From an optimization exercise on the open Yosys and OpenROAD flow, aimed at small area and a short achievable clock period; shortcuts taken in it are not production practice.
No functional check of the RTL was part of any run shown here.

==> flow/design.v (outline; a module is shown in full before it is edited, if it fits) <==
// module PrefixAdd32: 168 lines
// module ConvEngine: 816 lines
module ConvEngine (
    input         clk,
    input         rst,
    input  [31:0] DMAport,
    input         acc_enable,
    input         acc_clear,
    output [31:0] result
);
  // ...
==> flow/run.sh <==
#!/bin/bash
# synth_recipe.tcl (not shown) runs the flow's synth.tcl, then flattens the netlist and writes it again
# the make line also repeats each setting of config.mk as NAME=value (left out here)
make -C /OpenROAD-flow-scripts/flow DESIGN_CONFIG=/design/flow/config.mk WORK_HOME=/design/flow/orfs CLKGATE_MAP_FILE= SYNTH_SCRIPT=/design/flow/synth_recipe.tcl finish
==> flow/config.mk <==
export PLATFORM = sky130hd
export DESIGN_NAME = ConvEngine
export DESIGN_NICKNAME = ConvEngine
export VERILOG_FILES = /design/flow/design.v
export SDC_FILE = /design/flow/constraint.sdc
export NUM_CORES = 4
export LEC_CHECK = 0
export CAP_MARGIN = 20
export CORE_MARGIN = 2
export CORE_UTILIZATION = 40
export CTS_BUF_LIST = sky130_fd_sc_hd__clkbuf_8
export SETUP_SLACK_MARGIN = 4.5
export SLEW_MARGIN = 20
export SYNTH_HIERARCHICAL = 1
export SYNTH_MINIMUM_KEEP_SIZE = 0
==> flow/constraint.sdc <==
create_clock -name core_clock -period 10.0 [get_ports {clk}]
set_input_delay 2.0000 -clock core_clock [delete_from_list [all_inputs] [get_ports {clk}]]
set_output_delay 2.0000 -clock core_clock [all_outputs]
set_load 0.01 [all_outputs]
==> metrics.md, run 1 <==
| Metric | Value |
|---|---|
| Register area share after synthesis | 0.439 |
| Most frequent CP cell | fa_1 |
| Family with the most delay on the worst path | adder cells |
| R2r setup slk | 4690 ps |
| Critical path origin | bo[0]$_DFF_PP0_ |
| CTS resizes | 22 |
| Count leader, synth | inv_1 |
| Via count | 12.6k |
| Comb_multi_in | approximately 1.1k |
| CP Class | flip-flop to flip-flop |
| Multi-input gate share of the layout cell area | 0.456 |
| Post-route DRC | 0 |
| Pre-CTS setup slack | 4040 ps |
| WL final | between 40000 and 50000 um |
| Largest class | multi-input combinational cells |
| Crit path buf inv count | 4 |
| Hold_buf cts | 0 |
| Worst Max-Slew Pin Slew | just under 1000 ps |
| Row cnt | 80 |
| Footprint of the multi-input gates | between 10000 and 15000 um2 |
| Status | finished clean |
| CLK BUF | between 60 and 70 |
| RSZ-0062 raised after global routing | false |
| Post-Synth Simple-Gate Area | 0.0791 |
| RR Endpoint | W[15]$_DFFE_PP_ |
| Syn Inst Count | roughly 1.7k |
| Global route overflow | 0 |
| Final Max Slew Viols | 0 |
| Detail Placement HPWL | around 31000 um |
| DP Area | ~21000 um2 |
| H-tree depth | 2 |
| Nets | between 2k and 2.5k |
| Endpoints failing hold | 0 |
| Main synth FF type | edfxtp_1 |
| Mean Syn Cell Area | between 10 and 15 um2 |
| First-pass GRT wire length | between 60000 and 70000 um |
| Startpoint types | flip-flop |
| Warnings from Yosys | 7 |
| Max reg flops | 32 |
| Commonest cells post-synth | inv_1 (193), edfxtp_1 (180), fa_1 (145) |
==> inputs of run 2 (changes only) <==
==> flow/design.v (replaced) <==
module PrefixAdd32 (
    input  [31:0] p,
    input  [31:0] g,
    output [31:0] sum
);
  wire [31:0] s_int;
  wire m1 = g[1] | (p[1] & g[0]);
  wire m2 = p[1] & p[0];
  wire m3 = g[3] | (p[3] & g[2]);
  wire m4 = p[3] & p[2];
  wire m5 = g[5] | (p[5] & g[4]);
  wire m6 = p[5] & p[4];
  wire m7 = g[7] | (p[7] & g[6]);
  wire m8 = p[7] & p[6];
  wire m9 = g[9] | (p[9] & g[8]);
  wire m10 = p[9] & p[8];
  wire m11 = g[11] | (p[11] & g[10]);
  wire m12 = p[11] & p[10];
  wire m13 = g[13] | (p[13] & g[12]);
  wire m14 = p[13] & p[12];
  wire m15 = g[15] | (p[15] & g[14]);
  wire m16 = p[15] & p[14];
  wire m17 = g[17] | (p[17] & g[16]);
  wire m18 = p[17] & p[16];
  wire m19 = g[19] | (p[19] & g[18]);
  wire m20 = p[19] & p[18];
  wire m21 = g[21] | (p[21] & g[20]);
  wire m22 = p[21] & p[20];
  wire m23 = g[23] | (p[23] & g[22]);
  wire m24 = p[23] & p[22];
  wire m25 = g[25] | (p[25] & g[24]);
  wire m26 = p[25] & p[24];
  wire m27 = g[27] | (p[27] & g[26]);
  wire m28 = p[27] & p[26];
  wire m29 = g[29] | (p[29] & g[28]);
  wire m30 = p[29] & p[28];
  wire m31 = g[31] | (p[31] & g[30]);
  wire m32 = p[31] & p[30];
  wire m33 = g[2] | (p[2] & m1);
  wire m34 = p[2] & m2;
  wire m35 = m3 | (m4 & m1);
  wire m36 = m4 & m2;
  wire m37 = g[6] | (p[6] & m5);
  wire m38 = p[6] & m6;
  wire m39 = m7 | (m8 & m5);
  wire m40 = m8 & m6;
  wire m41 = g[10] | (p[10] & m9);
  wire m42 = p[10] & m10;
  wire m43 = m11 | (m12 & m9);
  wire m44 = m12 & m10;
  wire m45 = g[14] | (p[14] & m13);
  wire m46 = p[14] & m14;
  wire m47 = m15 | (m16 & m13);
  wire m48 = m16 & m14;
  wire m49 = g[18] | (p[18] & m17);
  wire m50 = p[18] & m18;
  wire m51 = m19 | (m20 & m17);
  wire m52 = m20 & m18;
  wire m53 = g[22] | (p[22] & m21);
  wire m54 = p[22] & m22;
  wire m55 = m23 | (m24 & m21);
  wire m56 = m24 & m22;
  wire m57 = g[26] | (p[26] & m25);
  wire m58 = p[26] & m26;
  wire m59 = m27 | (m28 & m25);
  wire m60 = m28 & m26;
  wire m61 = g[30] | (p[30] & m29);
  wire m62 = p[30] & m30;
  wire m63 = m31 | (m32 & m29);
  wire m64 = m32 & m30;
  wire m65 = g[4] | (p[4] & m35);
  wire m66 = p[4] & m36;
  wire m67 = m5 | (m6 & m35);
  wire m68 = m6 & m36;
  wire m69 = m37 | (m38 & m35);
  wire m70 = m38 & m36;
  wire m71 = m39 | (m40 & m35);
  wire m72 = m40 & m36;
  wire m73 = g[12] | (p[12] & m43);
  wire m74 = p[12] & m44;
  wire m75 = m13 | (m14 & m43);
  wire m76 = m14 & m44;
  wire m77 = m45 | (m46 & m43);
  wire m78 = m46 & m44;
  wire m79 = m47 | (m48 & m43);
  wire m80 = m48 & m44;
  wire m81 = g[20] | (p[20] & m51);
  wire m82 = p[20] & m52;
  wire m83 = m21 | (m22 & m51);
  wire m84 = m22 & m52;
  wire m85 = m53 | (m54 & m51);
  wire m86 = m54 & m52;
  wire m87 = m55 | (m56 & m51);
  wire m88 = m56 & m52;
  wire m89 = g[28] | (p[28] & m59);
  wire m90 = p[28] & m60;
  wire m91 = m29 | (m30 & m59);
  wire m92 = m30 & m60;
  wire m93 = m61 | (m62 & m59);
  wire m94 = m62 & m60;
  wire m95 = m63 | (m64 & m59);
  wire m96 = m64 & m60;
  wire m97 = g[8] | (p[8] & m71);
  wire m98 = p[8] & m72;
  wire m99 = m9 | (m10 & m71);
  wire m100 = m10 & m72;
  wire m101 = m41 | (m42 & m71);
  wire m102 = m42 & m72;
  wire m103 = m43 | (m44 & m71);
  wire m104 = m44 & m72;
  wire m105 = m73 | (m74 & m71);
  wire m106 = m74 & m72;
  wire m107 = m75 | (m76 & m71);
  wire m108 = m76 & m72;
  wire m109 = m77 | (m78 & m71);
  wire m110 = m78 & m72;
  wire m111 = m79 | (m80 & m71);
  wire m112 = m80 & m72;
  wire m113 = g[24] | (p[24] & m87);
  wire m114 = p[24] & m88;
  wire m115 = m25 | (m26 & m87);
  wire m116 = m26 & m88;
  wire m117 = m57 | (m58 & m87);
  wire m118 = m58 & m88;
  wire m119 = m59 | (m60 & m87);
  wire m120 = m60 & m88;
  wire m121 = m89 | (m90 & m87);
  wire m122 = m90 & m88;
  wire m123 = m91 | (m92 & m87);
  wire m124 = m92 & m88;
  wire m125 = m93 | (m94 & m87);
  wire m126 = m94 & m88;
  wire m127 = m95 | (m96 & m87);
  wire m128 = m96 & m88;
  wire m129 = g[16] | (p[16] & m111);
  wire m130 = p[16] & m112;
  wire m131 = m17 | (m18 & m111);
  wire m132 = m18 & m112;
  wire m133 = m49 | (m50 & m111);
  wire m134 = m50 & m112;
  wire m135 = m51 | (m52 & m111);
  wire m136 = m52 & m112;
  wire m137 = m81 | (m82 & m111);
  wire m138 = m82 & m112;
  wire m139 = m83 | (m84 & m111);
  wire m140 = m84 & m112;
  wire m141 = m85 | (m86 & m111);
  wire m142 = m86 & m112;
  wire m143 = m87 | (m88 & m111);
  wire m144 = m88 & m112;
  wire m145 = m113 | (m114 & m111);
  wire m146 = m114 & m112;
  wire m147 = m115 | (m116 & m111);
  wire m148 = m116 & m112;
  wire m149 = m117 | (m118 & m111);
  wire m150 = m118 & m112;
  wire m151 = m119 | (m120 & m111);
  wire m152 = m120 & m112;
  wire m153 = m121 | (m122 & m111);
  wire m154 = m122 & m112;
  wire m155 = m123 | (m124 & m111);
  wire m156 = m124 & m112;
  wire m157 = m125 | (m126 & m111);
  wire m158 = m126 & m112;
  wire m159 = m127 | (m128 & m111);
  wire m160 = m128 & m112;
  assign s_int = {(p[31] ^ m157), (p[30] ^ m155), (p[29] ^ m153), (p[28] ^ m151), (p[27] ^ m149), (p[26] ^ m147), (p[25] ^ m145), (p[24] ^ m143), (p[23] ^ m141), (p[22] ^ m139), (p[21] ^ m137), (p[20] ^ m135), (p[19] ^ m133), (p[18] ^ m131), (p[17] ^ m129), (p[16] ^ m111), (p[15] ^ m109), (p[14] ^ m107), (p[13] ^ m105), (p[12] ^ m103), (p[11] ^ m101), (p[10] ^ m99), (p[9] ^ m97), (p[8] ^ m71), (p[7] ^ m69), (p[6] ^ m67), (p[5] ^ m65), (p[4] ^ m35), (p[3] ^ m33), (p[2] ^ m1), (p[1] ^ g[0]), p[0]};
  assign sum = s_int;
endmodule
module ConvEngine (
    input         clk,
    input         rst,
    input  [31:0] DMAport,
    input         acc_enable,
    input         acc_clear,
    output [31:0] result
);
  reg  [23:0] R0, R1, R2, R3, R4, R5;
  reg  [5:0]  z;               
  reg  [2:0]  lr;              
  reg  [31:0] acc_p, acc_g;    
  reg  [17:0] Ws, Wc, V;       
  reg  [2:0]  wrow;            
  reg         wv, vv;          
  wire [18:0] t1a, t1b;        
  wire [31:0] early;           
  wire [31:0] t2p, t2g;        
  wire [17:0] wres;            
  wire       wr  = DMAport[7];
  wire [2:0] sel = DMAport[2:0];
  wire [23:0] data = DMAport[31:8];
  wire       valid = wr & (sel < 3'd6);
  always @(posedge clk) begin
    if (wr) begin
      case (sel)
        3'd0: R0 <= data;
        3'd1: R1 <= data;
        3'd2: R2 <= data;
        3'd3: R3 <= data;
        3'd4: R4 <= data;
        3'd5: R5 <= data;
        default: ;
      endcase
    end
  end
  wire [2:0] lrn = valid ? ((sel == 3'd0 || sel == 3'd3) ? 3'b001 :
                            (sel == 3'd1 || sel == 3'd4) ? 3'b010 : 3'b100) : lr;
  wire [5:0] zn = z & ~({5'd0, valid} << sel);
  always @(posedge clk or posedge rst) begin
    if (rst) begin
      z <= 6'b111111;
      lr <= 3'b001;
    end else begin
      z <= zn;
      lr <= lrn;
    end
  end
  wire       wp = valid & (sel < 3'd3);      
  wire       wk = valid & (sel >= 3'd3);     
  wire [2:0] qp = {3{~wp}} & lrn & ~z[2:0];
  wire [2:0] qk = {3{~wk}} & lrn & ~z[5:3];
  wire [23:0] xp_n = ({24{wp}} & data) | ({24{qp[0]}} & R0) | ({24{qp[1]}} & R1) | ({24{qp[2]}} & R2);
  wire [23:0] xk_n = ({24{wk}} & data) | ({24{qk[0]}} & R3) | ({24{qk[1]}} & R4) | ({24{qk[2]}} & R5);
  wire [11:0] bo_n, bt_n, bn_n;
  genvar gm, gi;
  generate
    for (gm = 0; gm < 3; gm = gm + 1) begin : enc
      wire [7:0] k = xk_n[16 - 8 * gm +: 8];
      wire [8:0] kx = {k, 1'b0};
      for (gi = 0; gi < 4; gi = gi + 1) begin : dig
        assign bo_n[4 * gm + gi] = kx[2 * gi + 1] ^ kx[2 * gi];
        assign bt_n[4 * gm + gi] = (kx[2 * gi + 2] ^ kx[2 * gi + 1]) & ~(kx[2 * gi + 1] ^ kx[2 * gi]);
        assign bn_n[4 * gm + gi] = kx[2 * gi + 2];
      end
    end
  endgenerate
  wire [1:0] bc_n = xk_n[23] + xk_n[15] + xk_n[7];
  reg  [23:0] XP;
  reg  [11:0] bo, bt, bn;
  reg  [1:0]  bc;
  always @(posedge clk or posedge rst) begin
    if (rst) begin
      XP <= 24'd0;
      bo <= 12'd0;
      bt <= 12'd0;
      bn <= 12'd0;
      bc <= 2'd0;
    end else begin
      XP <= xp_n;
      bo <= bo_n;
      bt <= bt_n;
      bn <= bn_n;
      bc <= bc_n;
    end
  end
  wire [23:0] pix = XP;
  wire        lchg = (lrn != lr);
  wire        v_from_w = ~|(wrow & lrn);           
  always @(posedge clk) begin
    if (lchg) begin
      Ws <= t1a[17:0];
      Wc <= t1b[17:0];
      V <= v_from_w ? wres : V;
    end
  end
  always @(posedge clk or posedge rst) begin
    if (rst) begin
      wrow <= 3'b010;
      wv <= 1'b0;
      vv <= 1'b0;
    end else if (lchg) begin
      wrow <= lr;
      wv <= 1'b1;
      vv <= v_from_w ? wv : vv;
    end
  end
  wire [17:0] Xs = {Ws[17] | ~wv, Ws[16:0] & {17{wv}}};
  wire [17:0] Xc = Wc & {18{wv}};
  wire [17:0] Y = {V[17] | ~vv, V[16:0] & {17{vv}}};
  always @(posedge clk or posedge rst) begin
    if (rst) begin
      acc_p <= 32'd0;
      acc_g <= 32'd0;
    end else if (acc_clear) begin
      acc_p <= 32'd0;
      acc_g <= 32'd0;
    end else if (acc_enable) begin
      acc_p <= t2p;
      acc_g <= t2g;
    end
  end
  PrefixAdd32 result_adder (.p(acc_p), .g(acc_g), .sum(result));
  wire n1 = (((bo[0] & pix[16])) ^ bn[0]);
  wire n2 = (((bo[0] & pix[17]) | (bt[0] & pix[16])) ^ bn[0]);
  wire n3 = (((bo[0] & pix[18]) | (bt[0] & pix[17])) ^ bn[0]);
  wire n4 = (((bo[0] & pix[19]) | (bt[0] & pix[18])) ^ bn[0]);
  wire n5 = (((bo[0] & pix[20]) | (bt[0] & pix[19])) ^ bn[0]);
  wire n6 = (((bo[0] & pix[21]) | (bt[0] & pix[20])) ^ bn[0]);
  wire n7 = (((bo[0] & pix[22]) | (bt[0] & pix[21])) ^ bn[0]);
  wire n8 = (((bo[0] & pix[23]) | (bt[0] & pix[22])) ^ bn[0]);
  wire n9 = ~(((bo[0] & pix[23]) | (bt[0] & pix[23])) ^ bn[0]);
  wire n10 = (((bo[1] & pix[16])) ^ bn[1]);
  wire n11 = (((bo[1] & pix[17]) | (bt[1] & pix[16])) ^ bn[1]);
  wire n12 = (((bo[1] & pix[18]) | (bt[1] & pix[17])) ^ bn[1]);
  wire n13 = (((bo[1] & pix[19]) | (bt[1] & pix[18])) ^ bn[1]);
  wire n14 = (((bo[1] & pix[20]) | (bt[1] & pix[19])) ^ bn[1]);
  wire n15 = (((bo[1] & pix[21]) | (bt[1] & pix[20])) ^ bn[1]);
  wire n16 = (((bo[1] & pix[22]) | (bt[1] & pix[21])) ^ bn[1]);
  wire n17 = (((bo[1] & pix[23]) | (bt[1] & pix[22])) ^ bn[1]);
  wire n18 = ~(((bo[1] & pix[23]) | (bt[1] & pix[23])) ^ bn[1]);
  wire n19 = (((bo[2] & pix[16])) ^ bn[2]);
  wire n20 = (((bo[2] & pix[17]) | (bt[2] & pix[16])) ^ bn[2]);
  wire n21 = (((bo[2] & pix[18]) | (bt[2] & pix[17])) ^ bn[2]);
  wire n22 = (((bo[2] & pix[19]) | (bt[2] & pix[18])) ^ bn[2]);
  wire n23 = (((bo[2] & pix[20]) | (bt[2] & pix[19])) ^ bn[2]);
  wire n24 = (((bo[2] & pix[21]) | (bt[2] & pix[20])) ^ bn[2]);
  wire n25 = (((bo[2] & pix[22]) | (bt[2] & pix[21])) ^ bn[2]);
  wire n26 = (((bo[2] & pix[23]) | (bt[2] & pix[22])) ^ bn[2]);
  wire n27 = ~(((bo[2] & pix[23]) | (bt[2] & pix[23])) ^ bn[2]);
  wire n28 = (((bo[3] & pix[16])) ^ bn[3]);
  wire n29 = (((bo[3] & pix[17]) | (bt[3] & pix[16])) ^ bn[3]);
  wire n30 = (((bo[3] & pix[18]) | (bt[3] & pix[17])) ^ bn[3]);
  wire n31 = (((bo[3] & pix[19]) | (bt[3] & pix[18])) ^ bn[3]);
  wire n32 = (((bo[3] & pix[20]) | (bt[3] & pix[19])) ^ bn[3]);
  wire n33 = (((bo[3] & pix[21]) | (bt[3] & pix[20])) ^ bn[3]);
  wire n34 = (((bo[3] & pix[22]) | (bt[3] & pix[21])) ^ bn[3]);
  wire n35 = (((bo[3] & pix[23]) | (bt[3] & pix[22])) ^ bn[3]);
  wire n36 = ~(((bo[3] & pix[23]) | (bt[3] & pix[23])) ^ bn[3]);
  wire n37 = (((bo[4] & pix[8])) ^ bn[4]);
  wire n38 = (((bo[4] & pix[9]) | (bt[4] & pix[8])) ^ bn[4]);
  wire n39 = (((bo[4] & pix[10]) | (bt[4] & pix[9])) ^ bn[4]);
  wire n40 = (((bo[4] & pix[11]) | (bt[4] & pix[10])) ^ bn[4]);
  wire n41 = (((bo[4] & pix[12]) | (bt[4] & pix[11])) ^ bn[4]);
  wire n42 = (((bo[4] & pix[13]) | (bt[4] & pix[12])) ^ bn[4]);
  wire n43 = (((bo[4] & pix[14]) | (bt[4] & pix[13])) ^ bn[4]);
  wire n44 = (((bo[4] & pix[15]) | (bt[4] & pix[14])) ^ bn[4]);
  wire n45 = ~(((bo[4] & pix[15]) | (bt[4] & pix[15])) ^ bn[4]);
  wire n46 = (((bo[5] & pix[8])) ^ bn[5]);
  wire n47 = (((bo[5] & pix[9]) | (bt[5] & pix[8])) ^ bn[5]);
  wire n48 = (((bo[5] & pix[10]) | (bt[5] & pix[9])) ^ bn[5]);
  wire n49 = (((bo[5] & pix[11]) | (bt[5] & pix[10])) ^ bn[5]);
  wire n50 = (((bo[5] & pix[12]) | (bt[5] & pix[11])) ^ bn[5]);
  wire n51 = (((bo[5] & pix[13]) | (bt[5] & pix[12])) ^ bn[5]);
  wire n52 = (((bo[5] & pix[14]) | (bt[5] & pix[13])) ^ bn[5]);
  wire n53 = (((bo[5] & pix[15]) | (bt[5] & pix[14])) ^ bn[5]);
  wire n54 = ~(((bo[5] & pix[15]) | (bt[5] & pix[15])) ^ bn[5]);
  wire n55 = (((bo[6] & pix[8])) ^ bn[6]);
  wire n56 = (((bo[6] & pix[9]) | (bt[6] & pix[8])) ^ bn[6]);
  wire n57 = (((bo[6] & pix[10]) | (bt[6] & pix[9])) ^ bn[6]);
  wire n58 = (((bo[6] & pix[11]) | (bt[6] & pix[10])) ^ bn[6]);
  wire n59 = (((bo[6] & pix[12]) | (bt[6] & pix[11])) ^ bn[6]);
  wire n60 = (((bo[6] & pix[13]) | (bt[6] & pix[12])) ^ bn[6]);
  wire n61 = (((bo[6] & pix[14]) | (bt[6] & pix[13])) ^ bn[6]);
  wire n62 = (((bo[6] & pix[15]) | (bt[6] & pix[14])) ^ bn[6]);
  wire n63 = ~(((bo[6] & pix[15]) | (bt[6] & pix[15])) ^ bn[6]);
  wire n64 = (((bo[7] & pix[8])) ^ bn[7]);
  wire n65 = (((bo[7] & pix[9]) | (bt[7] & pix[8])) ^ bn[7]);
  wire n66 = (((bo[7] & pix[10]) | (bt[7] & pix[9])) ^ bn[7]);
  wire n67 = (((bo[7] & pix[11]) | (bt[7] & pix[10])) ^ bn[7]);
  wire n68 = (((bo[7] & pix[12]) | (bt[7] & pix[11])) ^ bn[7]);
  wire n69 = (((bo[7] & pix[13]) | (bt[7] & pix[12])) ^ bn[7]);
  wire n70 = (((bo[7] & pix[14]) | (bt[7] & pix[13])) ^ bn[7]);
  wire n71 = (((bo[7] & pix[15]) | (bt[7] & pix[14])) ^ bn[7]);
  wire n72 = ~(((bo[7] & pix[15]) | (bt[7] & pix[15])) ^ bn[7]);
  wire n73 = (((bo[8] & pix[0])) ^ bn[8]);
  wire n74 = (((bo[8] & pix[1]) | (bt[8] & pix[0])) ^ bn[8]);
  wire n75 = (((bo[8] & pix[2]) | (bt[8] & pix[1])) ^ bn[8]);
  wire n76 = (((bo[8] & pix[3]) | (bt[8] & pix[2])) ^ bn[8]);
  wire n77 = (((bo[8] & pix[4]) | (bt[8] & pix[3])) ^ bn[8]);
  wire n78 = (((bo[8] & pix[5]) | (bt[8] & pix[4])) ^ bn[8]);
  wire n79 = (((bo[8] & pix[6]) | (bt[8] & pix[5])) ^ bn[8]);
  wire n80 = (((bo[8] & pix[7]) | (bt[8] & pix[6])) ^ bn[8]);
  wire n81 = ~(((bo[8] & pix[7]) | (bt[8] & pix[7])) ^ bn[8]);
  wire n82 = (((bo[9] & pix[0])) ^ bn[9]);
  wire n83 = (((bo[9] & pix[1]) | (bt[9] & pix[0])) ^ bn[9]);
  wire n84 = (((bo[9] & pix[2]) | (bt[9] & pix[1])) ^ bn[9]);
  wire n85 = (((bo[9] & pix[3]) | (bt[9] & pix[2])) ^ bn[9]);
  wire n86 = (((bo[9] & pix[4]) | (bt[9] & pix[3])) ^ bn[9]);
  wire n87 = (((bo[9] & pix[5]) | (bt[9] & pix[4])) ^ bn[9]);
  wire n88 = (((bo[9] & pix[6]) | (bt[9] & pix[5])) ^ bn[9]);
  wire n89 = (((bo[9] & pix[7]) | (bt[9] & pix[6])) ^ bn[9]);
  wire n90 = ~(((bo[9] & pix[7]) | (bt[9] & pix[7])) ^ bn[9]);
  wire n91 = (((bo[10] & pix[0])) ^ bn[10]);
  wire n92 = (((bo[10] & pix[1]) | (bt[10] & pix[0])) ^ bn[10]);
  wire n93 = (((bo[10] & pix[2]) | (bt[10] & pix[1])) ^ bn[10]);
  wire n94 = (((bo[10] & pix[3]) | (bt[10] & pix[2])) ^ bn[10]);
  wire n95 = (((bo[10] & pix[4]) | (bt[10] & pix[3])) ^ bn[10]);
  wire n96 = (((bo[10] & pix[5]) | (bt[10] & pix[4])) ^ bn[10]);
  wire n97 = (((bo[10] & pix[6]) | (bt[10] & pix[5])) ^ bn[10]);
  wire n98 = (((bo[10] & pix[7]) | (bt[10] & pix[6])) ^ bn[10]);
  wire n99 = ~(((bo[10] & pix[7]) | (bt[10] & pix[7])) ^ bn[10]);
  wire n100 = (((bo[11] & pix[0])) ^ bn[11]);
  wire n101 = (((bo[11] & pix[1]) | (bt[11] & pix[0])) ^ bn[11]);
  wire n102 = (((bo[11] & pix[2]) | (bt[11] & pix[1])) ^ bn[11]);
  wire n103 = (((bo[11] & pix[3]) | (bt[11] & pix[2])) ^ bn[11]);
  wire n104 = (((bo[11] & pix[4]) | (bt[11] & pix[3])) ^ bn[11]);
  wire n105 = (((bo[11] & pix[5]) | (bt[11] & pix[4])) ^ bn[11]);
  wire n106 = (((bo[11] & pix[6]) | (bt[11] & pix[5])) ^ bn[11]);
  wire n107 = (((bo[11] & pix[7]) | (bt[11] & pix[6])) ^ bn[11]);
  wire n108 = ~(((bo[11] & pix[7]) | (bt[11] & pix[7])) ^ bn[11]);
  wire n109 = bn[2] ^ bn[6] ^ bn[10];
  wire n110 = (bn[2] & bn[6]) | (bn[2] & bn[10]) | (bn[6] & bn[10]);
  wire n111 = n5 ^ n12;
  wire n112 = n5 & n12;
  wire n113 = n6 ^ n13 ^ n20;
  wire n114 = (n6 & n13) | (n6 & n20) | (n13 & n20);
  wire n115 = bc[0] ^ n7 ^ n14;
  wire n116 = (bc[0] & n7) | (bc[0] & n14) | (n7 & n14);
  wire n117 = n21 ^ n28 ^ n43;
  wire n118 = (n21 & n28) | (n21 & n43) | (n28 & n43);
  wire n119 = n50 ^ n57;
  wire n120 = n50 & n57;
  wire n121 = bc[1] ^ n8 ^ n15;
  wire n122 = (bc[1] & n8) | (bc[1] & n15) | (n8 & n15);
  wire n123 = n22 ^ n29 ^ n44;
  wire n124 = (n22 & n29) | (n22 & n44) | (n29 & n44);
  wire n125 = n51 ^ n58 ^ n65;
  wire n126 = (n51 & n58) | (n51 & n65) | (n58 & n65);
  wire n127 = n80 ^ n87;
  wire n128 = n80 & n87;
  wire n129 = 1'b1 ^ n9 ^ n16;
  wire n130 = (1'b1 & n9) | (1'b1 & n16) | (n9 & n16);
  wire n131 = n23 ^ n30 ^ n45;
  wire n132 = (n23 & n30) | (n23 & n45) | (n30 & n45);
  wire n133 = n52 ^ n59 ^ n66;
  wire n134 = (n52 & n59) | (n52 & n66) | (n59 & n66);
  wire n135 = n81 ^ n88 ^ n95;
  wire n136 = (n81 & n88) | (n81 & n95) | (n88 & n95);
  wire n137 = n17 ^ n24 ^ n31;
  wire n138 = (n17 & n24) | (n17 & n31) | (n24 & n31);
  wire n139 = n53 ^ n60 ^ n67;
  wire n140 = (n53 & n60) | (n53 & n67) | (n60 & n67);
  wire n141 = n18 ^ n25 ^ n32;
  wire n142 = (n18 & n25) | (n18 & n32) | (n25 & n32);
  wire n143 = bn[1] ^ bn[5] ^ bn[9];
  wire n144 = (bn[1] & bn[5]) | (bn[1] & bn[9]) | (bn[5] & bn[9]);
  wire n145 = n3 ^ n10;
  wire n146 = n3 & n10;
  wire n147 = n4 ^ n11 ^ n40;
  wire n148 = (n4 & n11) | (n4 & n40) | (n11 & n40);
  wire n149 = n19 ^ n41 ^ n48;
  wire n150 = (n19 & n41) | (n19 & n48) | (n41 & n48);
  wire n151 = n55 ^ n77 ^ n84;
  wire n152 = (n55 & n77) | (n55 & n84) | (n77 & n84);
  wire n153 = n42 ^ n49 ^ n56;
  wire n154 = (n42 & n49) | (n42 & n56) | (n49 & n56);
  wire n155 = n78 ^ n85 ^ n92;
  wire n156 = (n78 & n85) | (n78 & n92) | (n85 & n92);
  wire n157 = n110 ^ n112;
  wire n158 = n110 & n112;
  wire n159 = n64 ^ n79 ^ n86;
  wire n160 = (n64 & n79) | (n64 & n86) | (n79 & n86);
  wire n161 = n93 ^ n100 ^ n119;
  wire n162 = (n93 & n100) | (n93 & n119) | (n100 & n119);
  wire n163 = n114 ^ n115 ^ n117;
  wire n164 = (n114 & n115) | (n114 & n117) | (n115 & n117);
  wire n165 = n94 ^ n101 ^ n120;
  wire n166 = (n94 & n101) | (n94 & n120) | (n101 & n120);
  wire n167 = n127 ^ n116 ^ n118;
  wire n168 = (n127 & n116) | (n127 & n118) | (n116 & n118);
  wire n169 = n121 ^ n123 ^ n125;
  wire n170 = (n121 & n123) | (n121 & n125) | (n123 & n125);
  wire n171 = n102 ^ n128 ^ n122;
  wire n172 = (n102 & n128) | (n102 & n122) | (n128 & n122);
  wire n173 = n124 ^ n126 ^ n129;
  wire n174 = (n124 & n126) | (n124 & n129) | (n126 & n129);
  wire n175 = n131 ^ n133 ^ n135;
  wire n176 = (n131 & n133) | (n131 & n135) | (n133 & n135);
  wire n177 = n89 ^ n96 ^ n103;
  wire n178 = (n89 & n96) | (n89 & n103) | (n96 & n103);
  wire n179 = n130 ^ n132 ^ n134;
  wire n180 = (n130 & n132) | (n130 & n134) | (n132 & n134);
  wire n181 = n136 ^ n137 ^ n139;
  wire n182 = (n136 & n137) | (n136 & n139) | (n137 & n139);
  wire n183 = n54 ^ n61 ^ n68;
  wire n184 = (n54 & n61) | (n54 & n68) | (n61 & n68);
  wire n185 = n90 ^ n97 ^ n104;
  wire n186 = (n90 & n97) | (n90 & n104) | (n97 & n104);
  wire n187 = n138 ^ n140 ^ n141;
  wire n188 = (n138 & n140) | (n138 & n141) | (n140 & n141);
  wire n189 = n26 ^ n33 ^ n62;
  wire n190 = (n26 & n33) | (n26 & n62) | (n33 & n62);
  wire n191 = n69 ^ n98 ^ n105;
  wire n192 = (n69 & n98) | (n69 & n105) | (n98 & n105);
  wire n193 = n27 ^ n34 ^ n63;
  wire n194 = (n27 & n34) | (n27 & n63) | (n34 & n63);
  wire n195 = bn[0] ^ bn[4] ^ bn[8];
  wire n196 = (bn[0] & bn[4]) | (bn[0] & bn[8]) | (bn[4] & bn[8]);
  wire n197 = n39 ^ n46 ^ n75;
  wire n198 = (n39 & n46) | (n39 & n75) | (n46 & n75);
  wire n199 = n47 ^ n76 ^ n83;
  wire n200 = (n47 & n76) | (n47 & n83) | (n76 & n83);
  wire n201 = n144 ^ n146;
  wire n202 = n144 & n146;
  wire n203 = n91 ^ n109 ^ n111;
  wire n204 = (n91 & n109) | (n91 & n111) | (n109 & n111);
  wire n205 = n148 ^ n149 ^ n151;
  wire n206 = (n148 & n149) | (n148 & n151) | (n149 & n151);
  wire n207 = n150 ^ n152 ^ n153;
  wire n208 = (n150 & n152) | (n150 & n153) | (n152 & n153);
  wire n209 = n155 ^ n113 ^ n157;
  wire n210 = (n155 & n113) | (n155 & n157) | (n113 & n157);
  wire n211 = n154 ^ n156 ^ n159;
  wire n212 = (n154 & n156) | (n154 & n159) | (n156 & n159);
  wire n213 = n158 ^ n161 ^ n163;
  wire n214 = (n158 & n161) | (n158 & n163) | (n161 & n163);
  wire n215 = n160 ^ n165 ^ n162;
  wire n216 = (n160 & n165) | (n160 & n162) | (n165 & n162);
  wire n217 = n167 ^ n164 ^ n169;
  wire n218 = (n167 & n164) | (n167 & n169) | (n164 & n169);
  wire n219 = n166 ^ n168 ^ n171;
  wire n220 = (n166 & n168) | (n166 & n171) | (n168 & n171);
  wire n221 = n170 ^ n173 ^ n175;
  wire n222 = (n170 & n173) | (n170 & n175) | (n173 & n175);
  wire n223 = n177 ^ n172 ^ n179;
  wire n224 = (n177 & n172) | (n177 & n179) | (n172 & n179);
  wire n225 = n174 ^ n176 ^ n181;
  wire n226 = (n174 & n176) | (n174 & n181) | (n176 & n181);
  wire n227 = n178 ^ n183 ^ n185;
  wire n228 = (n178 & n183) | (n178 & n185) | (n183 & n185);
  wire n229 = n180 ^ n182 ^ n187;
  wire n230 = (n180 & n182) | (n180 & n187) | (n182 & n187);
  wire n231 = n142 ^ n184 ^ n186;
  wire n232 = (n142 & n184) | (n142 & n186) | (n184 & n186);
  wire n233 = n189 ^ n191 ^ n188;
  wire n234 = (n189 & n191) | (n189 & n188) | (n191 & n188);
  wire n235 = n70 ^ n99 ^ n106;
  wire n236 = (n70 & n99) | (n70 & n106) | (n99 & n106);
  wire n237 = n190 ^ n192 ^ n193;
  wire n238 = (n190 & n192) | (n190 & n193) | (n192 & n193);
  wire n239 = n35 ^ n71 ^ n107;
  wire n240 = (n35 & n71) | (n35 & n107) | (n71 & n107);
  wire n241 = n1 ^ n37;
  wire n242 = n1 & n37;
  wire n243 = n2 ^ n38 ^ n74;
  wire n244 = (n2 & n38) | (n2 & n74) | (n38 & n74);
  wire n245 = n82 ^ n143 ^ n145;
  wire n246 = (n82 & n143) | (n82 & n145) | (n143 & n145);
  wire n247 = n198 ^ n199 ^ n147;
  wire n248 = (n198 & n199) | (n198 & n147) | (n199 & n147);
  wire n249 = n200 ^ n202 ^ n203;
  wire n250 = (n200 & n202) | (n200 & n203) | (n202 & n203);
  wire n251 = n204 ^ n206 ^ n207;
  wire n252 = (n204 & n206) | (n204 & n207) | (n206 & n207);
  wire n253 = n208 ^ n211 ^ n210;
  wire n254 = (n208 & n211) | (n208 & n210) | (n211 & n210);
  wire n255 = n212 ^ n215 ^ n214;
  wire n256 = (n212 & n215) | (n212 & n214) | (n215 & n214);
  wire n257 = n216 ^ n219 ^ n218;
  wire n258 = (n216 & n219) | (n216 & n218) | (n219 & n218);
  wire n259 = n220 ^ n223 ^ n222;
  wire n260 = (n220 & n223) | (n220 & n222) | (n223 & n222);
  wire n261 = n227 ^ n224 ^ n226;
  wire n262 = (n227 & n224) | (n227 & n226) | (n224 & n226);
  wire n263 = n231 ^ n228 ^ n233;
  wire n264 = (n231 & n228) | (n231 & n233) | (n228 & n233);
  wire n265 = n235 ^ n232 ^ n237;
  wire n266 = (n235 & n232) | (n235 & n237) | (n232 & n237);
  wire n267 = n194 ^ n236 ^ n239;
  wire n268 = (n194 & n236) | (n194 & n239) | (n236 & n239);
  wire n269 = n36 ^ n72 ^ n108;
  wire n270 = (n36 & n72) | (n36 & n108) | (n72 & n108);
  wire n271 = n73 ^ n195;
  wire n272 = n73 & n195;
  wire n273 = n196 ^ n242 ^ n243;
  wire n274 = (n196 & n242) | (n196 & n243) | (n242 & n243);
  wire n275 = n244 ^ n197 ^ n245;
  wire n276 = (n244 & n197) | (n244 & n245) | (n197 & n245);
  wire n277 = n201 ^ n246 ^ n247;
  wire n278 = (n201 & n246) | (n201 & n247) | (n246 & n247);
  wire n279 = n248 ^ n205 ^ n249;
  wire n280 = (n248 & n205) | (n248 & n249) | (n205 & n249);
  wire n281 = n209 ^ n250 ^ n251;
  wire n282 = (n209 & n250) | (n209 & n251) | (n250 & n251);
  wire n283 = n252 ^ n253 ^ n213;
  wire n284 = (n252 & n253) | (n252 & n213) | (n253 & n213);
  wire n285 = n254 ^ n217 ^ n255;
  wire n286 = (n254 & n217) | (n254 & n255) | (n217 & n255);
  wire n287 = n221 ^ n256 ^ n257;
  wire n288 = (n221 & n256) | (n221 & n257) | (n256 & n257);
  wire n289 = n225 ^ n258 ^ n259;
  wire n290 = (n225 & n258) | (n225 & n259) | (n258 & n259);
  wire n291 = n229 ^ n260 ^ n261;
  wire n292 = (n229 & n260) | (n229 & n261) | (n260 & n261);
  wire n293 = n230 ^ n262 ^ n263;
  wire n294 = (n230 & n262) | (n230 & n263) | (n262 & n263);
  wire n295 = n234 ^ n265 ^ n264;
  wire n296 = (n234 & n265) | (n234 & n264) | (n265 & n264);
  wire n297 = n238 ^ n267 ^ n266;
  wire n298 = (n238 & n267) | (n238 & n266) | (n267 & n266);
  wire n299 = n240 ^ n269 ^ n268;
  wire n300 = (n240 & n269) | (n240 & n268) | (n269 & n268);
  assign t1a = {1'b0, 1'b0, 1'b1, n270, n299, n297, n295, n293, n291, n289, n287, n285, n283, n281, n279, n277, n275, n273, n271};
  assign t1b = {1'b0, 1'b0, 1'b0, n300, n298, n296, n294, n292, n290, n288, n286, n284, n282, n280, n278, n276, n274, n272, n241};
  wire n301 = (Ws[1] & Wc[1]) | ((Ws[1] ^ Wc[1]) & (Ws[0] & Wc[0]));
  wire n302 = (Ws[1] ^ Wc[1]) & (Ws[0] ^ Wc[0]);
  wire n303 = (Ws[3] & Wc[3]) | ((Ws[3] ^ Wc[3]) & (Ws[2] & Wc[2]));
  wire n304 = (Ws[3] ^ Wc[3]) & (Ws[2] ^ Wc[2]);
  wire n305 = (Ws[5] & Wc[5]) | ((Ws[5] ^ Wc[5]) & (Ws[4] & Wc[4]));
  wire n306 = (Ws[5] ^ Wc[5]) & (Ws[4] ^ Wc[4]);
  wire n307 = (Ws[7] & Wc[7]) | ((Ws[7] ^ Wc[7]) & (Ws[6] & Wc[6]));
  wire n308 = (Ws[7] ^ Wc[7]) & (Ws[6] ^ Wc[6]);
  wire n309 = (Ws[9] & Wc[9]) | ((Ws[9] ^ Wc[9]) & (Ws[8] & Wc[8]));
  wire n310 = (Ws[9] ^ Wc[9]) & (Ws[8] ^ Wc[8]);
  wire n311 = (Ws[11] & Wc[11]) | ((Ws[11] ^ Wc[11]) & (Ws[10] & Wc[10]));
  wire n312 = (Ws[11] ^ Wc[11]) & (Ws[10] ^ Wc[10]);
  wire n313 = (Ws[13] & Wc[13]) | ((Ws[13] ^ Wc[13]) & (Ws[12] & Wc[12]));
  wire n314 = (Ws[13] ^ Wc[13]) & (Ws[12] ^ Wc[12]);
  wire n315 = (Ws[15] & Wc[15]) | ((Ws[15] ^ Wc[15]) & (Ws[14] & Wc[14]));
  wire n316 = (Ws[15] ^ Wc[15]) & (Ws[14] ^ Wc[14]);
  wire n317 = (Ws[17] & Wc[17]) | ((Ws[17] ^ Wc[17]) & (Ws[16] & Wc[16]));
  wire n318 = (Ws[17] ^ Wc[17]) & (Ws[16] ^ Wc[16]);
  wire n319 = (Ws[2] & Wc[2]) | ((Ws[2] ^ Wc[2]) & n301);
  wire n320 = (Ws[2] ^ Wc[2]) & n302;
  wire n321 = n303 | (n304 & n301);
  wire n322 = n304 & n302;
  wire n323 = (Ws[6] & Wc[6]) | ((Ws[6] ^ Wc[6]) & n305);
  wire n324 = (Ws[6] ^ Wc[6]) & n306;
  wire n325 = n307 | (n308 & n305);
  wire n326 = n308 & n306;
  wire n327 = (Ws[10] & Wc[10]) | ((Ws[10] ^ Wc[10]) & n309);
  wire n328 = (Ws[10] ^ Wc[10]) & n310;
  wire n329 = n311 | (n312 & n309);
  wire n330 = n312 & n310;
  wire n331 = (Ws[14] & Wc[14]) | ((Ws[14] ^ Wc[14]) & n313);
  wire n332 = (Ws[14] ^ Wc[14]) & n314;
  wire n333 = n315 | (n316 & n313);
  wire n334 = n316 & n314;
  wire n335 = (Ws[4] & Wc[4]) | ((Ws[4] ^ Wc[4]) & n321);
  wire n336 = (Ws[4] ^ Wc[4]) & n322;
  wire n337 = n305 | (n306 & n321);
  wire n338 = n306 & n322;
  wire n339 = n323 | (n324 & n321);
  wire n340 = n324 & n322;
  wire n341 = n325 | (n326 & n321);
  wire n342 = n326 & n322;
  wire n343 = (Ws[12] & Wc[12]) | ((Ws[12] ^ Wc[12]) & n329);
  wire n344 = (Ws[12] ^ Wc[12]) & n330;
  wire n345 = n313 | (n314 & n329);
  wire n346 = n314 & n330;
  wire n347 = n331 | (n332 & n329);
  wire n348 = n332 & n330;
  wire n349 = n333 | (n334 & n329);
  wire n350 = n334 & n330;
  wire n351 = (Ws[8] & Wc[8]) | ((Ws[8] ^ Wc[8]) & n341);
  wire n352 = (Ws[8] ^ Wc[8]) & n342;
  wire n353 = n309 | (n310 & n341);
  wire n354 = n310 & n342;
  wire n355 = n327 | (n328 & n341);
  wire n356 = n328 & n342;
  wire n357 = n329 | (n330 & n341);
  wire n358 = n330 & n342;
  wire n359 = n343 | (n344 & n341);
  wire n360 = n344 & n342;
  wire n361 = n345 | (n346 & n341);
  wire n362 = n346 & n342;
  wire n363 = n347 | (n348 & n341);
  wire n364 = n348 & n342;
  wire n365 = n349 | (n350 & n341);
  wire n366 = n350 & n342;
  wire n367 = (Ws[16] & Wc[16]) | ((Ws[16] ^ Wc[16]) & n365);
  wire n368 = (Ws[16] ^ Wc[16]) & n366;
  wire n369 = n317 | (n318 & n365);
  wire n370 = n318 & n366;
  assign wres = {((Ws[17] ^ Wc[17]) ^ n367), ((Ws[16] ^ Wc[16]) ^ n365), ((Ws[15] ^ Wc[15]) ^ n363), ((Ws[14] ^ Wc[14]) ^ n361), ((Ws[13] ^ Wc[13]) ^ n359), ((Ws[12] ^ Wc[12]) ^ n357), ((Ws[11] ^ Wc[11]) ^ n355), ((Ws[10] ^ Wc[10]) ^ n353), ((Ws[9] ^ Wc[9]) ^ n351), ((Ws[8] ^ Wc[8]) ^ n341), ((Ws[7] ^ Wc[7]) ^ n339), ((Ws[6] ^ Wc[6]) ^ n337), ((Ws[5] ^ Wc[5]) ^ n335), ((Ws[4] ^ Wc[4]) ^ n321), ((Ws[3] ^ Wc[3]) ^ n319), ((Ws[2] ^ Wc[2]) ^ n301), ((Ws[1] ^ Wc[1]) ^ (Ws[0] & Wc[0])), (Ws[0] ^ Wc[0])};
  wire n371 = acc_p[1] ^ acc_g[0];
  wire n372 = acc_p[1] & acc_g[0];
  wire n373 = acc_p[2] ^ acc_g[1] ^ Xs[2];
  wire n374 = (acc_p[2] & acc_g[1]) | (acc_p[2] & Xs[2]) | (acc_g[1] & Xs[2]);
  wire n375 = acc_p[3] ^ acc_g[2] ^ Xs[3];
  wire n376 = (acc_p[3] & acc_g[2]) | (acc_p[3] & Xs[3]) | (acc_g[2] & Xs[3]);
  wire n377 = acc_p[4] ^ acc_g[3] ^ Xs[4];
  wire n378 = (acc_p[4] & acc_g[3]) | (acc_p[4] & Xs[4]) | (acc_g[3] & Xs[4]);
  wire n379 = acc_p[5] ^ acc_g[4] ^ Xs[5];
  wire n380 = (acc_p[5] & acc_g[4]) | (acc_p[5] & Xs[5]) | (acc_g[4] & Xs[5]);
  wire n381 = acc_p[6] ^ acc_g[5] ^ Xs[6];
  wire n382 = (acc_p[6] & acc_g[5]) | (acc_p[6] & Xs[6]) | (acc_g[5] & Xs[6]);
  wire n383 = acc_p[7] ^ acc_g[6] ^ Xs[7];
  wire n384 = (acc_p[7] & acc_g[6]) | (acc_p[7] & Xs[7]) | (acc_g[6] & Xs[7]);
  wire n385 = acc_p[8] ^ acc_g[7] ^ Xs[8];
  wire n386 = (acc_p[8] & acc_g[7]) | (acc_p[8] & Xs[8]) | (acc_g[7] & Xs[8]);
  wire n387 = acc_p[9] ^ acc_g[8] ^ Xs[9];
  wire n388 = (acc_p[9] & acc_g[8]) | (acc_p[9] & Xs[9]) | (acc_g[8] & Xs[9]);
  wire n389 = acc_p[10] ^ acc_g[9] ^ Xs[10];
  wire n390 = (acc_p[10] & acc_g[9]) | (acc_p[10] & Xs[10]) | (acc_g[9] & Xs[10]);
  wire n391 = acc_p[11] ^ acc_g[10] ^ Xs[11];
  wire n392 = (acc_p[11] & acc_g[10]) | (acc_p[11] & Xs[11]) | (acc_g[10] & Xs[11]);
  wire n393 = acc_p[12] ^ acc_g[11] ^ Xs[12];
  wire n394 = (acc_p[12] & acc_g[11]) | (acc_p[12] & Xs[12]) | (acc_g[11] & Xs[12]);
  wire n395 = acc_p[13] ^ acc_g[12] ^ Xs[13];
  wire n396 = (acc_p[13] & acc_g[12]) | (acc_p[13] & Xs[13]) | (acc_g[12] & Xs[13]);
  wire n397 = acc_p[14] ^ acc_g[13] ^ Xs[14];
  wire n398 = (acc_p[14] & acc_g[13]) | (acc_p[14] & Xs[14]) | (acc_g[13] & Xs[14]);
  wire n399 = acc_p[15] ^ acc_g[14] ^ Xs[15];
  wire n400 = (acc_p[15] & acc_g[14]) | (acc_p[15] & Xs[15]) | (acc_g[14] & Xs[15]);
  wire n401 = acc_p[16] ^ acc_g[15] ^ Xs[16];
  wire n402 = (acc_p[16] & acc_g[15]) | (acc_p[16] & Xs[16]) | (acc_g[15] & Xs[16]);
  wire n403 = acc_p[17] ^ acc_g[16] ^ 1'b1;
  wire n404 = (acc_p[17] & acc_g[16]) | (acc_p[17] & 1'b1) | (acc_g[16] & 1'b1);
  wire n405 = Xs[17] ^ Xc[17];
  wire n406 = Xs[17] & Xc[17];
  wire n407 = acc_p[0] ^ Xs[0];
  wire n408 = acc_p[0] & Xs[0];
  wire n409 = Xs[1] ^ Xc[1] ^ Y[1];
  wire n410 = (Xs[1] & Xc[1]) | (Xs[1] & Y[1]) | (Xc[1] & Y[1]);
  wire n411 = Xc[2] ^ Y[2] ^ n372;
  wire n412 = (Xc[2] & Y[2]) | (Xc[2] & n372) | (Y[2] & n372);
  wire n413 = Xc[3] ^ Y[3] ^ n374;
  wire n414 = (Xc[3] & Y[3]) | (Xc[3] & n374) | (Y[3] & n374);
  wire n415 = Xc[4] ^ Y[4] ^ n376;
  wire n416 = (Xc[4] & Y[4]) | (Xc[4] & n376) | (Y[4] & n376);
  wire n417 = Xc[5] ^ Y[5] ^ n378;
  wire n418 = (Xc[5] & Y[5]) | (Xc[5] & n378) | (Y[5] & n378);
  wire n419 = Xc[6] ^ Y[6] ^ n380;
  wire n420 = (Xc[6] & Y[6]) | (Xc[6] & n380) | (Y[6] & n380);
  wire n421 = Xc[7] ^ Y[7] ^ n382;
  wire n422 = (Xc[7] & Y[7]) | (Xc[7] & n382) | (Y[7] & n382);
  wire n423 = Xc[8] ^ Y[8] ^ n384;
  wire n424 = (Xc[8] & Y[8]) | (Xc[8] & n384) | (Y[8] & n384);
  wire n425 = Xc[9] ^ Y[9] ^ n386;
  wire n426 = (Xc[9] & Y[9]) | (Xc[9] & n386) | (Y[9] & n386);
  wire n427 = Xc[10] ^ Y[10] ^ n388;
  wire n428 = (Xc[10] & Y[10]) | (Xc[10] & n388) | (Y[10] & n388);
  wire n429 = Xc[11] ^ Y[11] ^ n390;
  wire n430 = (Xc[11] & Y[11]) | (Xc[11] & n390) | (Y[11] & n390);
  wire n431 = Xc[12] ^ Y[12] ^ n392;
  wire n432 = (Xc[12] & Y[12]) | (Xc[12] & n392) | (Y[12] & n392);
  wire n433 = Xc[13] ^ Y[13] ^ n394;
  wire n434 = (Xc[13] & Y[13]) | (Xc[13] & n394) | (Y[13] & n394);
  wire n435 = Xc[14] ^ Y[14] ^ n396;
  wire n436 = (Xc[14] & Y[14]) | (Xc[14] & n396) | (Y[14] & n396);
  wire n437 = Xc[15] ^ Y[15] ^ n398;
  wire n438 = (Xc[15] & Y[15]) | (Xc[15] & n398) | (Y[15] & n398);
  wire n439 = Xc[16] ^ Y[16] ^ n400;
  wire n440 = (Xc[16] & Y[16]) | (Xc[16] & n400) | (Y[16] & n400);
  wire n441 = Y[17] ^ n403 ^ n405;
  wire n442 = (Y[17] & n403) | (Y[17] & n405) | (n403 & n405);
  wire n443 = acc_p[18] ^ acc_g[17] ^ n404;
  wire n444 = (acc_p[18] & acc_g[17]) | (acc_p[18] & n404) | (acc_g[17] & n404);
  wire n445 = acc_p[19] ^ acc_g[18];
  wire n446 = acc_p[19] & acc_g[18];
  wire n447 = acc_p[20] ^ acc_g[19];
  wire n448 = acc_p[20] & acc_g[19];
  wire n449 = acc_p[21] ^ acc_g[20];
  wire n450 = acc_p[21] & acc_g[20];
  wire n451 = acc_p[22] ^ acc_g[21];
  wire n452 = acc_p[22] & acc_g[21];
  wire n453 = acc_p[23] ^ acc_g[22];
  wire n454 = acc_p[23] & acc_g[22];
  wire n455 = acc_p[24] ^ acc_g[23];
  wire n456 = acc_p[24] & acc_g[23];
  wire n457 = acc_p[25] ^ acc_g[24];
  wire n458 = acc_p[25] & acc_g[24];
  wire n459 = acc_p[26] ^ acc_g[25];
  wire n460 = acc_p[26] & acc_g[25];
  wire n461 = acc_p[27] ^ acc_g[26];
  wire n462 = acc_p[27] & acc_g[26];
  wire n463 = acc_p[28] ^ acc_g[27];
  wire n464 = acc_p[28] & acc_g[27];
  wire n465 = acc_p[29] ^ acc_g[28];
  wire n466 = acc_p[29] & acc_g[28];
  wire n467 = acc_p[30] ^ acc_g[29];
  wire n468 = acc_p[30] & acc_g[29];
  wire n469 = acc_p[31] ^ acc_g[30];
  wire n470 = acc_p[31] & acc_g[30];
  wire n471 = Xc[0] ^ Y[0];
  wire n472 = Xc[0] & Y[0];
  wire n473 = n371 ^ n408 ^ n409;
  wire n474 = (n371 & n408) | (n371 & n409) | (n408 & n409);
  wire n475 = n410 ^ n411 ^ n373;
  wire n476 = (n410 & n411) | (n410 & n373) | (n411 & n373);
  wire n477 = n412 ^ n375 ^ n413;
  wire n478 = (n412 & n375) | (n412 & n413) | (n375 & n413);
  wire n479 = n377 ^ n414 ^ n415;
  wire n480 = (n377 & n414) | (n377 & n415) | (n414 & n415);
  wire n481 = n379 ^ n416 ^ n417;
  wire n482 = (n379 & n416) | (n379 & n417) | (n416 & n417);
  wire n483 = n381 ^ n418 ^ n419;
  wire n484 = (n381 & n418) | (n381 & n419) | (n418 & n419);
  wire n485 = n383 ^ n420 ^ n421;
  wire n486 = (n383 & n420) | (n383 & n421) | (n420 & n421);
  wire n487 = n385 ^ n422 ^ n423;
  wire n488 = (n385 & n422) | (n385 & n423) | (n422 & n423);
  wire n489 = n387 ^ n424 ^ n425;
  wire n490 = (n387 & n424) | (n387 & n425) | (n424 & n425);
  wire n491 = n389 ^ n426 ^ n427;
  wire n492 = (n389 & n426) | (n389 & n427) | (n426 & n427);
  wire n493 = n391 ^ n428 ^ n429;
  wire n494 = (n391 & n428) | (n391 & n429) | (n428 & n429);
  wire n495 = n393 ^ n430 ^ n431;
  wire n496 = (n393 & n430) | (n393 & n431) | (n430 & n431);
  wire n497 = n395 ^ n432 ^ n433;
  wire n498 = (n395 & n432) | (n395 & n433) | (n432 & n433);
  wire n499 = n397 ^ n434 ^ n435;
  wire n500 = (n397 & n434) | (n397 & n435) | (n434 & n435);
  wire n501 = n399 ^ n436 ^ n437;
  wire n502 = (n399 & n436) | (n399 & n437) | (n436 & n437);
  wire n503 = n401 ^ n438 ^ n439;
  wire n504 = (n401 & n438) | (n401 & n439) | (n438 & n439);
  wire n505 = n402 ^ n441 ^ n440;
  wire n506 = (n402 & n441) | (n402 & n440) | (n441 & n440);
  wire n507 = n406 ^ n443 ^ n442;
  wire n508 = (n406 & n443) | (n406 & n442) | (n443 & n442);
  wire n509 = 1'b1 ^ n445 ^ n444;
  wire n510 = (1'b1 & n445) | (1'b1 & n444) | (n445 & n444);
  wire n511 = 1'b1 ^ n446 ^ n447;
  wire n512 = (1'b1 & n446) | (1'b1 & n447) | (n446 & n447);
  wire n513 = 1'b1 ^ n448 ^ n449;
  wire n514 = (1'b1 & n448) | (1'b1 & n449) | (n448 & n449);
  wire n515 = 1'b1 ^ n450 ^ n451;
  wire n516 = (1'b1 & n450) | (1'b1 & n451) | (n450 & n451);
  wire n517 = 1'b1 ^ n452 ^ n453;
  wire n518 = (1'b1 & n452) | (1'b1 & n453) | (n452 & n453);
  wire n519 = 1'b1 ^ n454 ^ n455;
  wire n520 = (1'b1 & n454) | (1'b1 & n455) | (n454 & n455);
  wire n521 = 1'b1 ^ n456 ^ n457;
  wire n522 = (1'b1 & n456) | (1'b1 & n457) | (n456 & n457);
  wire n523 = 1'b1 ^ n458 ^ n459;
  wire n524 = (1'b1 & n458) | (1'b1 & n459) | (n458 & n459);
  wire n525 = 1'b1 ^ n460 ^ n461;
  wire n526 = (1'b1 & n460) | (1'b1 & n461) | (n460 & n461);
  wire n527 = 1'b1 ^ n462 ^ n463;
  wire n528 = (1'b1 & n462) | (1'b1 & n463) | (n462 & n463);
  wire n529 = 1'b1 ^ n464 ^ n465;
  wire n530 = (1'b1 & n464) | (1'b1 & n465) | (n464 & n465);
  wire n531 = 1'b1 ^ n466 ^ n467;
  wire n532 = (1'b1 & n466) | (1'b1 & n467) | (n466 & n467);
  wire n533 = 1'b1 ^ n468 ^ n469;
  wire n534 = (1'b1 & n468) | (1'b1 & n469) | (n468 & n469);
  wire [31:0] early_p = {((n533) ^ (n532)), ((n531) ^ (n530)), ((n529) ^ (n528)), ((n527) ^ (n526)), ((n525) ^ (n524)), ((n523) ^ (n522)), ((n521) ^ (n520)), ((n519) ^ (n518)), ((n517) ^ (n516)), ((n515) ^ (n514)), ((n513) ^ (n512)), ((n511) ^ (n510)), ((n509) ^ (n508)), ((n507) ^ (n506)), ((n505) ^ (n504)), ((n503) ^ (n502)), ((n501) ^ (n500)), ((n499) ^ (n498)), ((n497) ^ (n496)), ((n495) ^ (n494)), ((n493) ^ (n492)), ((n491) ^ (n490)), ((n489) ^ (n488)), ((n487) ^ (n486)), ((n485) ^ (n484)), ((n483) ^ (n482)), ((n481) ^ (n480)), ((n479) ^ (n478)), ((n477) ^ (n476)), ((n475) ^ (n474)), ((n473) ^ (n472)), ((n471) ^ (n407))};
  wire [31:0] early_g = {((n533) & (n532)), ((n531) & (n530)), ((n529) & (n528)), ((n527) & (n526)), ((n525) & (n524)), ((n523) & (n522)), ((n521) & (n520)), ((n519) & (n518)), ((n517) & (n516)), ((n515) & (n514)), ((n513) & (n512)), ((n511) & (n510)), ((n509) & (n508)), ((n507) & (n506)), ((n505) & (n504)), ((n503) & (n502)), ((n501) & (n500)), ((n499) & (n498)), ((n497) & (n496)), ((n495) & (n494)), ((n493) & (n492)), ((n491) & (n490)), ((n489) & (n488)), ((n487) & (n486)), ((n485) & (n484)), ((n483) & (n482)), ((n481) & (n480)), ((n479) & (n478)), ((n477) & (n476)), ((n475) & (n474)), ((n473) & (n472)), ((n471) & (n407))};
  PrefixAdd32 early_adder (.p(early_p), .g(early_g), .sum(early));
  wire n535 = n271 ^ n241 ^ early[0];
  wire n536 = (n271 & n241) | (n271 & early[0]) | (n241 & early[0]);
  wire n537 = n273 ^ n272 ^ early[1];
  wire n538 = (n273 & n272) | (n273 & early[1]) | (n272 & early[1]);
  wire n539 = n275 ^ n274 ^ early[2];
  wire n540 = (n275 & n274) | (n275 & early[2]) | (n274 & early[2]);
  wire n541 = n277 ^ n276 ^ early[3];
  wire n542 = (n277 & n276) | (n277 & early[3]) | (n276 & early[3]);
  wire n543 = n279 ^ n278 ^ early[4];
  wire n544 = (n279 & n278) | (n279 & early[4]) | (n278 & early[4]);
  wire n545 = n281 ^ n280 ^ early[5];
  wire n546 = (n281 & n280) | (n281 & early[5]) | (n280 & early[5]);
  wire n547 = n283 ^ n282 ^ early[6];
  wire n548 = (n283 & n282) | (n283 & early[6]) | (n282 & early[6]);
  wire n549 = n285 ^ n284 ^ early[7];
  wire n550 = (n285 & n284) | (n285 & early[7]) | (n284 & early[7]);
  wire n551 = n287 ^ n286 ^ early[8];
  wire n552 = (n287 & n286) | (n287 & early[8]) | (n286 & early[8]);
  wire n553 = n289 ^ n288 ^ early[9];
  wire n554 = (n289 & n288) | (n289 & early[9]) | (n288 & early[9]);
  wire n555 = n291 ^ n290 ^ early[10];
  wire n556 = (n291 & n290) | (n291 & early[10]) | (n290 & early[10]);
  wire n557 = n293 ^ n292 ^ early[11];
  wire n558 = (n293 & n292) | (n293 & early[11]) | (n292 & early[11]);
  wire n559 = n295 ^ n294 ^ early[12];
  wire n560 = (n295 & n294) | (n295 & early[12]) | (n294 & early[12]);
  wire n561 = n297 ^ n296 ^ early[13];
  wire n562 = (n297 & n296) | (n297 & early[13]) | (n296 & early[13]);
  wire n563 = n299 ^ n298 ^ early[14];
  wire n564 = (n299 & n298) | (n299 & early[14]) | (n298 & early[14]);
  wire n565 = n270 ^ n300 ^ early[15];
  wire n566 = (n270 & n300) | (n270 & early[15]) | (n300 & early[15]);
  wire n567 = 1'b1 ^ early[16];
  wire n568 = 1'b1 & early[16];
  assign t2p = {early[31], early[30], early[29], early[28], early[27], early[26], early[25], early[24], early[23], early[22], early[21], early[20], early[19], early[18], (n568 ^ early[17]), (n566 ^ n567), (n564 ^ n565), (n562 ^ n563), (n560 ^ n561), (n558 ^ n559), (n556 ^ n557), (n554 ^ n555), (n552 ^ n553), (n550 ^ n551), (n548 ^ n549), (n546 ^ n547), (n544 ^ n545), (n542 ^ n543), (n540 ^ n541), (n538 ^ n539), (n536 ^ n537), n535};
  assign t2g = {1'b0, 1'b0, 1'b0, 1'b0, 1'b0, 1'b0, 1'b0, 1'b0, 1'b0, 1'b0, 1'b0, 1'b0, 1'b0, 1'b0, (n568 & early[17]), (n566 & n567), (n564 & n565), (n562 & n563), (n560 & n561), (n558 & n559), (n556 & n557), (n554 & n555), (n552 & n553), (n550 & n551), (n548 & n549), (n546 & n547), (n544 & n545), (n542 & n543), (n540 & n541), (n538 & n539), (n536 & n537), 1'b0};
endmodule
==> metrics.md, run 2 <==
| Metric | Value |
|---|---|
| Status | finished clean (unchanged) |
| Main synth FF type | edfxtp_1 (unchanged) |
| WL final | 50000 um (was 43000 um) |
| Top cell type's share of synthesized area | 0.274 (was 0.278) |
| Commonest non-fill, non-tap cell in the layout | inv_1 (unchanged) |
| Detail Placement HPWL | 37000 um (was 30800 um) |
| Worst-path clk slew | 60 ps (about the same) |
| Skew-Pair Late Insertion Delay | 650 ps (about the same) |
| Hold_buf cts | 0 (unchanged) |
| R2r setup slk | 4780 ps (was 4690 ps) |
| Max Cap Viol | 0 (unchanged) |
| Port Buffers | 63 (unchanged) |
| Worst reg2reg startpoint | wv$_DFFE_PP0P_ (was bo[0]$_DFF_PP0_) |
| Nets | 2161 (was 2006) |
| Fmax | 190 MHz (was 188 MHz) |
| CP Class | flip-flop to primary output (was flip-flop to flip-flop) |
| Die outline area | 54900 um2 (was 50400 um2) |
| Max reg flops | 32 (unchanged) |
| Largest net degree at the start of global routing | 68 (was 75) |
| Top reg by flops | acc_p (unchanged) |
| Syn Inst Count | 1822 (was 1669) |
| Via count | 13.7k (was 12.6k) |
| # diodes | 0 (was 1) |
| H-tree depth | 2 (unchanged) |
| Hold depth | 2 (was 0) |
| Die Ht | 234 um (was 225 um) |
| Area contributors post-synth | edfxtp_1 (27%), fa_1 (15%), dfrtp_1 (14%), ha_1 (5.3%), a22oi_1 (4.7%) (was edfxtp_1 (28%), dfrtp_1 (15%), fa_1 (15%), ha_1 (5.3%), xnor2_1 (4.1%)) |
| Slew margin rel. | 0.332 (was 0.357) |
| Startpoint types | flip-flop (unchanged) |
| Initial Util | 0.404 (was 0.407) |
| Cell area after synthesis | 21200 um2 (was 19500 um2) |
| Final Max Slew Viols | 0 (unchanged) |
| RR Endpoint | acc_p[9]$_DFFE_PP0P_ (was W[15]$_DFFE_PP_) |
| Warnings from Yosys | 7 (unchanged) |
| Proportion of layout cells with a drive suffix above 1 | 0.0966 (was 0.133) |
| Worst Max-Slew Pin Slew | 1000 ps (was 964 ps) |
| Post-Layout Inst Area | 23700 um2 (was 22200 um2) |
| Required @ worst endpoint | 8000 ps (was 10410 ps) |
| Hold Crit Class | flip-flop to flip-flop (unchanged) |
| Vias in the first global route | 14.4k (was 12.6k) |
| Distinct cells, synth | 82 (was 75) |
| Post-route DRC | 0 (unchanged) |
| # clock sinks | 319 (was 305) |
| GP Congestion | 0.860 (was 0.859) |
| Fin crit share | 0.527 (was 0.531) |
| CTS Root Cell | clkbuf_8 (unchanged) |
| Die Span X | 234 um (was 225 um) |
| Flops & latches, synth | 319 (was 305) |
| Layout fillers | 4886 (was 4409) |
| Setup WS post-layout | 4730 ps (was 4690 ps) |
| Dpl cells | 2504 (was 2284) |
| Commonest non-fill, non-tap cells in the layout | inv_1 (272), edfxtp_1 (194), fa_1 (156) (was inv_1 (208), edfxtp_1 (180), fa_1 (141)) |
| Global route overflow | 0 (unchanged) |
| Post-synth EDFFs | 194 (was 180) |
| Clock buffer depth | 3 (unchanged) |
| Mean Syn Cell Area | 11.7 um2 (about the same) |
| Register area share after synthesis | 0.422 (was 0.439) |
| Crit-path max FO | 5 (was 9) |
| Total Routing Usage GR | 0.189 (was 0.174) |
| First-pass GRT wire length | 79800 um (was 69100 um) |
| Drt pass-1 iters | 5 (was 6) |
| Total CTS buffers | 55 (was 53) |
| Post-synth ARST share | 0.392 (was 0.410) |
| Tmin final | 5270 ps (was 5310 ps) |
| Area leader, netlist | edfxtp_1 (unchanged) |
| Area Growth Syn to Fin | 11.7% (was 14.1%) |
| Crit end category | primary output (was flip-flop) |
| Clk_skew | 25.1 ps (was 61.3 ps) |
| RSZ-0062 raised after global routing | true (was false) |
| DRT iter0 DRCs | 856 (was 915) |
| Final setup fails | 0 (unchanged) |
| Row cnt | 84 (was 80) |
| Pre-CTS setup slack | 4560 ps (was 4040 ps) |
| Worst EP arrival | 3270 ps (was 5720 ps) |
| Total negative slack | 0 ps (unchanged) |
| CORE AREA | 52600 um2 (was 47800 um2) |
| Count leader, synth | inv_1 (unchanged) |
| DP Area | 22500 um2 (was 20700 um2) |
| Routed length per instance | 19.1 um (was 17.9 um) |
| Non-filler cells, final | 2613 (was 2403) |
| CTS tree | yes (unchanged) |
| ANT nets after route | 0 (unchanged) |
| Hold path start | R1[17]$_DFFE_PP_ (was W[3]$_DFFE_PP_) |
| Commonest cells post-synth | inv_1 (248), edfxtp_1 (194), fa_1 (156) (was inv_1 (193), edfxtp_1 (180), fa_1 (145)) |
| Initial antenna violation count | 1 (unchanged) |
| Drt via density | 5.24 (was 5.22) |
| Endpoints failing hold | 0 (unchanged) |
| Hold worst-path end | XP[17]$_DFF_PP0_ (was V[3]$_DFFE_PP_) |
| Worst R2R Path Depth | 24 (was 19) |
| I/O pins | 68 (unchanged) |
## run 2: changes by cell type after synthesis, sizes merged, moves of 14 or more
cell	change
edfxtp	+14
inv	+56
a222oi	-37
a32o	+33
mux2i	+19
a22oi	+46
## run 2: routing by layer
layer  track usage  vias to the layer above  wire length [um]
li1              -                     6390                 -
met1         0.239                     6929             21300
met2         0.322                      282             24800
met3        0.0303                       97              2090
met4        0.0763                        0              1810
met5             0                        -                 0
## run 2: repair_timing
| action | CTS | global route |
|---|---|---|
| pin swaps | 2 | 3 |
| buffers inserted | 2 | 4 |
| setup endpoints to repair | 7 | 23 |
| gates cloned | 0 | 0 |
| resized for setup | 4 | 16 |
## run 2: metrics by stage
step | hold WS (ps) | util
6_report | 462 | 0.451
3_5_place_dp | 463 | 0.428
2_1_floorplan | 438 | -
4_1_cts | 466 | 0.450
5_1_grt | 477 | 0.451
3_3_place_gp | 471 | 0.428
## run 2: cell type report
cell class	instances	area [um2]	share of cell area
clock buffer	57	785	0.0331
clock inverter	46	312	0.0131
inverter	250	945	0.0398
multi-input combinational	1168	11000	0.466
sequential	319	8970	0.378
tap	688	861	0.0363
timing repair buffer	85	797	0.0336
## run 2: worst max-delay path by stage
| stage | startpoint | to | slack [ps] | cells after the start |
|---|---|---|---|---|
| 2_1_floorplan | rst | XP[0]$_DFF_PP0_ | 4690 | 1 |
| 3_3_place_gp | wv$_DFFE_PP0P_ | acc_p[9]$_DFFE_PP0P_ | 4620 | 22 |
| 3_5_place_dp | wv$_DFFE_PP0P_ | acc_p[14]$_DFFE_PP0P_ | 4560 | 20 |
| 4_1_cts | acc_p[3]$_DFFE_PP0P_ | result[9] | 4530 | 10 |
| 5_1_grt | wv$_DFFE_PP0P_ | acc_p[9]$_DFFE_PP0P_ | 4500 | 23 |
| 6_report | acc_p[3]$_DFFE_PP0P_ | result[29] | 4730 | 10 |
## run 2: logic make-up after synthesis
logic type / share of synthesized area
xor gates and xnor gates: 0.0747
muxes: 0.0295
adders and majority gates: 0.200
DFF: 0.422
other: 0.000177
buffers and inverters: 0.0652
AOI/OAI and AO/OA: 0.138
and+or+nand+nor: 0.0701
## run 2: critical path, stage by stage, from the launching register on
cell	delay, ps
dfrtp_2	430
o211ai_1	110
buf_4	170
a211oi_4	300
o2111ai_1	190
o211ai_4	190
nand3_2	170
o211ai_2	230
a21oi_1	100
xnor2_1	150
clkdlybuf4s50_1	590
## run 2: per-module statistics from Yosys, one instance, submodules excluded
| module | cells inside | flip-flops and latches | cell area [um2] |
|---|---|---|---|
| ConvEngine | 1588 | 319 | 19500 |
| PrefixAdd32 | 117 | 0 | 853 |

## static timing again, ports no longer ideal
No port has a modelled driver above. Below, the same layouts with a new extraction and two added sets of constraints.
Step 1: set_driving_cell puts a clkbuf_16 on clk and a buf_2 on each other input, an assumption about the parent block.
Step 2 moves the port delays by t, midway between the first and last clock arrival at a register: inputs arrive t later, outputs are due t later. That takes back most of the time a late clock gives input paths.
Three values: ideal ports, drivers, drivers and shift; two values: the first two.
| run | t (ns) | setup WS [ns] | clock arrival spread, ns | slew at the worst register clock pin (ns) | pins driven straight from the clock port |
|---|---|---|---|---|---|
| run 1 | 0.678 | 4.686 / 4.670 / 4.383 | 0.061 / 0.061 | 0.06 / 0.06 | 1 |
| run 2 | 0.688 | 4.728 / 4.677 / 4.611 | 0.025 / 0.026 | 0.07 / 0.07 | 1 |
After both steps setup and hold are still met in every run listed. The setup slack of run 1, which loses most, moves by -0.016 ns with the drivers and by -0.303 ns with both steps.
